This design comes from an exercise in tuning for small area and a short achievable clock period on the open sky130 flow, not from production work.
Function was checked by simulation only, so behaviour that the tests miss may differ from the original.
Power and IR drop assume default switching activity.

Setup of run 1:
==> flow/design.v <==
`timescale 1ns / 1ps
module alu (
input [7:0] a,
input [7:0] b,
input binv,
input bz,
input sh_l,
input sh_r,
input rot_l,
input rot_r,
input asr,
input s_add,
input s_mul,
input s_and,
input s_xor,
input s_mov,
output [7:0] res,
output [7:0] ext_res,
output cb
);
wire [7:0] bx = (b & {8{~bz}}) ^ {8{binv}};
wire [8:0] sum = {1'b0, a} + {1'b0, bx} + {8'd0, binv ^ bz};
wire [15:0] prod;
mul8 m0 (.a(a), .b(b), .p(prod));
assign cb = sum[8] ^ binv;
assign ext_res = prod[15:8];
wire [7:0] left = {a[6:0], rot_l & a[7]};
wire [7:0] right = {(rot_r & a[0]) | (asr & a[7]), a[7:1]};
assign res = ({8{sh_l}} & left)
           | ({8{sh_r}} & right)
           | ({8{s_add}} & sum[7:0])
           | ({8{s_mul}} & prod[7:0])
           | ({8{s_and}} & (a & b))
           | ({8{s_xor}} & (a ^ b))
           | ({8{s_mov}} & b);
endmodule
module mul8 (
input [7:0] a,
input [7:0] b,
output [15:0] p
);
wire [9:0] a1 = {2'b0, a};
wire [9:0] a2 = {1'b0, a, 1'b0};
wire [9:0] a3 = a1 + a2;
wire [39:0] r;
genvar k;
generate for (k = 0; k < 4; k = k + 1) begin : g_pp
wire s1 = ~b[2*k+1] & b[2*k];
wire s2 = b[2*k+1] & ~b[2*k];
wire s3 = b[2*k+1] & b[2*k];
assign r[10*k +: 10] = ({10{s1}} & a1) | ({10{s2}} & a2) | ({10{s3}} & a3);
end endgenerate
wire [15:0] r0 = {6'd0, r[9:0]};
wire [15:0] r1 = {4'd0, r[19:10], 2'd0};
wire [15:0] r2 = {2'd0, r[29:20], 4'd0};
wire [15:0] r3 = {r[39:30], 6'd0};
wire [15:0] s1 = r0 ^ r1 ^ r2;
wire [15:0] c1 = ((r0 & r1) | (r0 & r2) | (r1 & r2)) << 1;
wire [15:0] s2 = s1 ^ c1 ^ r3;
wire [15:0] c2 = ((s1 & c1) | (s1 & r3) | (c1 & r3)) << 1;
assign p = s2 + c2;
endmodule
`timescale 1ns / 1ps
module control_unit (
input [7:0] instr,
input cb_in,
output rf_we,
output pc_load,
output halt,
output acc_we,
output ext_we,
output cb_we,
output binv,
output bz,
output sh_l,
output sh_r,
output rot_l,
output rot_r,
output asr,
output s_add,
output s_mul,
output s_and,
output s_xor,
output s_mov
);
wire [3:0] h = instr[7:4];
wire [3:0] l = instr[3:0];
wire z = (h == 4'h0) & ~l[3];
wire is_inc = z & (l[2:0] == 3'd6);
wire is_dec = z & (l[2:0] == 3'd7);
wire is_add = (h == 4'h1);
wire is_sub = (h == 4'h2);
wire is_cmp = (h == 4'h7);
wire is_br  = (h == 4'h8);
wire is_ret = (h == 4'hB);
assign halt = (instr == 8'hFF);
assign rf_we = (h == 4'hA);
assign pc_load = is_ret | (is_br & cb_in);
assign sh_l = z & ((l[2:0] == 3'd1) | (l[2:0] == 3'd4));
assign sh_r = z & ((l[2:0] == 3'd2) | (l[2:0] == 3'd3) | (l[2:0] == 3'd5));
assign rot_l = (l[2:0] == 3'd4);
assign rot_r = (l[2:0] == 3'd3);
assign asr = (l[2:0] == 3'd5);
assign s_add = is_inc | is_dec | is_add | is_sub;
assign s_mul = (h == 4'h3);
assign s_and = (h == 4'h5);
assign s_xor = (h == 4'h6);
assign s_mov = (h == 4'h9);
assign acc_we = sh_l | sh_r | s_add | s_mul | s_and | s_xor | s_mov;
assign ext_we = s_mul;
assign cb_we = s_add | is_cmp;
assign binv = is_sub | is_cmp | is_dec;
assign bz = is_inc | is_dec;
endmodule
`timescale 1ns / 1ps
module program_counter (
input clk,
input rst,
input load,
input hold,
input [3:0] adr_in,
output reg [4:0] pc
);
always @(posedge clk or posedge rst) begin
if (rst)
pc <= 5'b00000;
else if (load)
pc <= {1'b0, adr_in};
else if (!hold)
pc <= pc + 5'd1;
end
endmodule
module register_file (
input clk,
input rst,
input [3:0] adr,
input [7:0] w_data,
input we,
output [7:0] r_data
);
reg [7:0] regs [0:15];
integer i;
wire [3:0] lo = 4'd1 << adr[1:0];
wire [3:0] hi = 4'd1 << adr[3:2];
reg [7:0] g [0:3];
reg [7:0] rd;
integer k, m;
always @(*) begin
  rd = 8'd0;
  for (k = 0; k < 4; k = k + 1) begin
    g[k] = 8'd0;
    for (m = 0; m < 4; m = m + 1)
      g[k] = g[k] | ({8{lo[m]}} & regs[4*k+m]);
    rd = rd | ({8{hi[k]}} & g[k]);
  end
end
assign r_data = rd;
always @(posedge clk or posedge rst) begin
if (rst)
for (i = 0; i < 16; i = i + 1)
regs[i] <= i;
else if (we)
regs[adr] <= w_data;
end
endmodule
`timescale 1ns / 1ps
module processor_top (
input clk,
input rst,
input [7:0] instr_in,
output [4:0] pc_out,
output [7:0] acc_out,
output [7:0] ext_out,
output cb_out,
output halt_out
);
wire [3:0] n = instr_in[3:0];
wire [7:0] rf_data;
wire [7:0] alu_res;
wire [7:0] alu_ext;
wire alu_cb;
wire rf_we, pc_load, halt, acc_we, ext_we, cb_we;
wire binv, bz, sh_l, sh_r, rot_l, rot_r, asr;
wire s_add, s_mul, s_and, s_xor, s_mov;
reg [7:0] acc;
reg [7:0] ext;
reg cb;
control_unit cu0 (
.instr(instr_in),
.cb_in(cb),
.rf_we(rf_we),
.pc_load(pc_load),
.halt(halt),
.acc_we(acc_we),
.ext_we(ext_we),
.cb_we(cb_we),
.binv(binv),
.bz(bz),
.sh_l(sh_l),
.sh_r(sh_r),
.rot_l(rot_l),
.rot_r(rot_r),
.asr(asr),
.s_add(s_add),
.s_mul(s_mul),
.s_and(s_and),
.s_xor(s_xor),
.s_mov(s_mov)
);
program_counter pc0 (
.clk(clk),
.rst(rst),
.load(pc_load),
.hold(halt),
.adr_in(n),
.pc(pc_out)
);
register_file rf0 (
.clk(clk),
.rst(rst),
.adr(n),
.w_data(acc),
.we(rf_we),
.r_data(rf_data)
);
alu alu0 (
.a(acc),
.b(rf_data),
.binv(binv),
.bz(bz),
.sh_l(sh_l),
.sh_r(sh_r),
.rot_l(rot_l),
.rot_r(rot_r),
.asr(asr),
.s_add(s_add),
.s_mul(s_mul),
.s_and(s_and),
.s_xor(s_xor),
.s_mov(s_mov),
.res(alu_res),
.ext_res(alu_ext),
.cb(alu_cb)
);
always @(posedge clk or posedge rst) begin
if (rst) begin
acc <= 8'b0;
ext <= 8'b0;
cb <= 1'b0;
end else begin
if (acc_we)
acc <= alu_res;
if (ext_we)
ext <= alu_ext;
if (cb_we)
cb <= alu_cb;
end
end
assign halt_out = halt;
assign acc_out = acc;
assign ext_out = ext;
assign cb_out = cb;
endmodule
export LEC_CHECK = 0
export ABC_AREA = 1
export CAP_MARGIN = 20
export CORE_MARGIN = 2
export CORE_UTILIZATION = 40
export CTS_BUF_LIST = sky130_fd_sc_hd__clkbuf_8
export SETUP_SLACK_MARGIN = 3.9
export SLEW_MARGIN = 20
create_clock -name core_clock -period 8.0 [get_ports {clk}]
standard.sh (not shown) runs the stock make flow with config.mk's settings and CLKGATE_MAP_FILE= SYNTH_SCRIPT=/design/flow/synth_recipe.tcl, a recipe that flattens the netlist after the stock synthesis.
==> flow/flow/run.sh <==
#!/bin/bash
# Standard layout (the standard.sh) with two changes:
# - synthesis leaves full and half adders to ABC as plain gates instead of
#   mapping them to the library's slow fa/ha cells;
# - the port buffers that placement inserts are buf_2 cells.
set -euo pipefail
export ADDER_MAP_FILE=
export BUFFER_PORTS_ARGS="-buffer_cell sky130_fd_sc_hd__buf_2"
bash standard.sh finish > flow.log 2>&1
Run 1 finished every stage and its layout cleared the timing, DRC and antenna checks.
Changes in run 2 relative to run 1:
- SETUP_SLACK_MARGIN: 3.9 -> 3.75
==> flow/flow/run.sh <==
#!/bin/bash
# The standard layout (standard.sh) with three changes:
# - synthesis leaves full and half adders to ABC as plain gates instead of
#   mapping them to the library's fa/ha cells (ADDER_MAP_FILE empty);
# - ABC maps the logic with flow/abc.script (a delay target with area
#   recovery) instead of ORFS's abc_area.script; everything else in the
#   synthesis (synth_recipe.tcl) is unchanged, so the registers are the same;
# - the port buffers that placement inserts are buf_2 cells.
set -euo pipefail
W=$PWD
export ADDER_MAP_FILE=
export BUFFER_PORTS_ARGS="-buffer_cell sky130_fd_sc_hd__buf_2"
export MY_ABC_SCRIPT=$W/flow/abc.script
cat > $W/my_synth.tcl <<EOF
proc abc {args} {
  set i [lsearch \$args -script]
  if { \$i >= 0 } { lset args [expr {\$i + 1}] \$::env(MY_ABC_SCRIPT) }
  yosys abc {*}\$args
}
source $W/synth_recipe.tcl
EOF
sed "s#SYNTH_SCRIPT=[^ ]*#SYNTH_SCRIPT=$W/my_synth.tcl#" standard.sh > $W/my_standard.sh
grep -q "SYNTH_SCRIPT=$W/my_synth.tcl" $W/my_standard.sh
bash $W/my_standard.sh finish > $W/flow.log 2>&1
==> flow/flow/abc.script (new file) <==
strash
dch
map -B 0.9
strash
dch
map -B 0.9
topo
stime -c
buffer -c
upsize -c
dnsize -c
[summary]
- Run 2 gives less post-place setup slack than run 1 did.
- Wire: run 2 routes more than run 1
- Summary of the comparison: cell-internal power is lower in run 2, relative to run 1.
- Delta (run 2 minus run 1): total chip power went down by about 4%; clock network fraction of design power rose 3.8 points; net switching fraction of the power -1.2 points.
- Higher number of global-route vias before repair was reported by run 1, not run 2.
- Run 2: fraction of area in multi-input gates 0.27 points below run 1
Inputs modified between run 2 and run 3:
- SETUP_SLACK_MARGIN changed from 3.75 to 3.3
==> flow/flow/run.sh <==
#!/bin/bash
# Standard layout (the standard.sh) with two changes:
# - synthesis leaves full and half adders to ABC as plain gates instead of
#   mapping them to the library's slow fa/ha cells;
# - the port buffers that placement inserts are buf_2 cells.
set -euo pipefail
export ADDER_MAP_FILE=
export BUFFER_PORTS_ARGS="-buffer_cell sky130_fd_sc_hd__buf_2"
bash standard.sh finish > flow.log 2>&1
removed: flow/flow/abc.script
==> notes.md <==
Going from run 2 to run 3, critical path depth grows by 22.
The maximum frequency number comes out higher for run 2 vs run 3.
Run 3 against run 2: depth of the worst hold-timing path rose by 1; pin count of the biggest net entering global routing rose by about 80%; initial standard-cell utilization of the core stayed essentially flat; power share of the clock group fell by 2.3 points.
#### Input delta (run 4 over run 3)
- SETUP_SLACK_MARGIN now 3, was 3.3
==> notes.md <==
- Every run in the comparison, run 4 and run 3, completed the flow with a clean layout.
- Diff run 4..run 3 | global-route track usage on met3 | negligible
- Any difference in global-route usage over all layers between run 4 and run 3 is small enough to ignore.
- In the tables for run 4 and run 3, relative slew slack reads higher with run 3.
- Maximum operating frequency (run 4 vs. run 3) decreases by a few percent
- On fraction of the cycle the final worst path needs: run 4 sits above run 3.
- Summary: with run 3 as the reference, cell area in run 4 moved down slightly.
The inputs of run 5 differ from those of run 4 as listed below.
- SETUP_SLACK_MARGIN now 3.3, was 3
==> flow/flow/run.sh <==
#!/bin/bash
# The standard layout (standard.sh) with three changes:
# - synthesis leaves full and half adders to ABC as plain gates instead of
#   mapping them to the library's fa/ha cells (ADDER_MAP_FILE empty);
# - ABC maps the logic with flow/abc.script (a delay target with area
#   recovery) instead of ORFS's abc_area.script; everything else in the
#   synthesis (synth_recipe.tcl) is unchanged, so the registers are the same;
# - the port buffers that placement inserts are buf_2 cells.
set -euo pipefail
W=$PWD
export ADDER_MAP_FILE=
export BUFFER_PORTS_ARGS="-buffer_cell sky130_fd_sc_hd__buf_2"
export MY_ABC_SCRIPT=$W/flow/abc.script
cat > $W/my_synth.tcl <<EOF
proc abc {args} {
  set i [lsearch \$args -script]
  if { \$i >= 0 } { lset args [expr {\$i + 1}] \$::env(MY_ABC_SCRIPT) }
  yosys abc {*}\$args
}
source $W/synth_recipe.tcl
EOF
sed "s#SYNTH_SCRIPT=[^ ]*#SYNTH_SCRIPT=$W/my_synth.tcl#" standard.sh > $W/my_standard.sh
grep -q "SYNTH_SCRIPT=$W/my_synth.tcl" $W/my_standard.sh
bash $W/my_standard.sh finish > $W/flow.log 2>&1
==> flow/flow/abc.script (new file) <==
strash
dch
map -D 2200
strash
dch
map -D 2200
topo
stime -c
buffer -c
upsize -c
dnsize -c
### Flow results
- Looking at number of iterations in the first detailed-routing pass, run 5 sits 1 above run 4.
- Run 5 ends up with a relative contribution of the clock network to total power that is 2.7 points higher than in run 4.
- Run 5: PASS, flow complete, no timing, DRC or antenna violations
- Max share of the clock period used by the worst path across run 4 and run 5: run 4
- Setup slack up 120 ps in run 5 wrt run 4
- Power went up slightly going from run 4 to run 5.
- The combined area of all synthesized cells of run 5 was superior to that of run 4.
- Any difference in initial standard-cell utilization of the core between run 5 and run 4 is small enough to ignore.
- Run 5 vs. run 4: count of filler cells inserted in the layout went down by 397; utilization went up by 4.5 points.
Relative to run 5, the following input files were edited for run 6:
- SETUP_SLACK_MARGIN now 3.6, was 3.3
diff --git a/flow/flow/run.sh b/flow/flow/run.sh
--- a/flow/flow/run.sh
+++ b/flow/flow/run.sh
@@ -1,3 +1,3 @@
 #!/bin/bash
-# The standard layout (standard.sh) with three changes:
+# The standard layout (standard.sh) with four changes:
 # - synthesis leaves full and half adders to ABC as plain gates instead of
@@ -7,3 +7,4 @@
 #   synthesis (synth_recipe.tcl) is unchanged, so the registers are the same;
-# - the port buffers that placement inserts are buf_2 cells.
+# - the port buffers that placement inserts are buf_2 cells;
+# - all ports are placed on the right edge of the die (flow/io.tcl).
 set -euo pipefail
@@ -13,2 +14,3 @@
 export MY_ABC_SCRIPT=$W/flow/abc.script
+export IO_CONSTRAINTS=$W/flow/io.tcl
 cat > $W/my_synth.tcl <<EOF
==> flow/flow/abc.script <==
strash
dch
map -B 0.9
strash
dch
map -B 0.9
topo
stime -c
buffer -c
upsize -c
dnsize -c
==> flow/flow/io.tcl (new file) <==
# Keep every port on the right edge of the die, close to each other.
set_io_pin_constraint -region right:* -pin_names {clk rst instr_in[0] instr_in[1] instr_in[2] instr_in[3] instr_in[4] instr_in[5] instr_in[6] instr_in[7] pc_out[0] pc_out[1] pc_out[2] pc_out[3] pc_out[4] acc_out[0] acc_out[1] acc_out[2] acc_out[3] acc_out[4] acc_out[5] acc_out[6] acc_out[7] ext_out[0] ext_out[1] ext_out[2] ext_out[3] ext_out[4] ext_out[5] ext_out[6] ext_out[7] cb_out halt_out}
Notes after the runs:
Comparing run 6 and run 5, the higher top achievable clock speed is on run 6.
[compare] base=run 5 new=run 6: post-synthesis compound-gate area fraction dropped 11 points; sequential share of layout area dropped 2.4 points; weighted congestion reported at the end of routability-driven placement dropped 0.62%; final worst setup slack climbed 410 ps; synthesized net count climbed about 23%.
Run 6 — met2 usage in global routing 0.86 points lower, run 5 as reference
When the final numbers for run 6 and run 5 were put side by side, the time the final worst path needs with I/O delays and setup turned out to be smaller in run 6.
The final layouts of run 6 and run 5 pass the timing, DRC and antenna checks.

## afterwards: timing with drivers on the ports
In the flow no input, the clock included, has a driving cell. The finished layouts below were timed again as built, in two steps.
Step 1 sets driving cells, clkbuf_16 on the clock port and buf_2 on the other inputs (assumed; they add their load-dependent delay and slew).
Step 2 times the ports against the registers' clock, not the clock port: input delays grow and output delays shrink by t, the midpoint of the rising clock arrivals with the driver on.
Slacks: ideal / step 1 / step 2; pairs: ideal / step 1.
run | shift t [ns] | setup WS [ns] | worst setup path after step 2 | slew at the worst register clock pin (ns) | pins driven straight from the clock port
run 1 | 0.520 | 3.878 / 3.749 / 3.229 | input to register | 0.11 / 0.11 | 1
run 2 | 0.512 | 3.870 / 3.624 / 3.224 | input to register | 0.10 / 0.10 | 1
run 3 | 0.516 | 3.574 / 3.553 / 3.057 | input to register | 0.11 / 0.11 | 1
run 4 | 0.508 | 3.294 / 3.304 / 2.796 | input to register | 0.11 / 0.11 | 1
run 5 | 0.490 | 3.416 / 3.408 / 2.918 | input to register | 0.11 / 0.11 | 1
run 6 | 0.504 | 3.821 / 3.588 / 3.166 | input to register | 0.11 / 0.11 | 1
After both steps setup and hold are still met in every run listed. For run 6, which loses most, drivers alone change the setup slack by -0.233 ns; drivers and shift together by -0.655 ns.
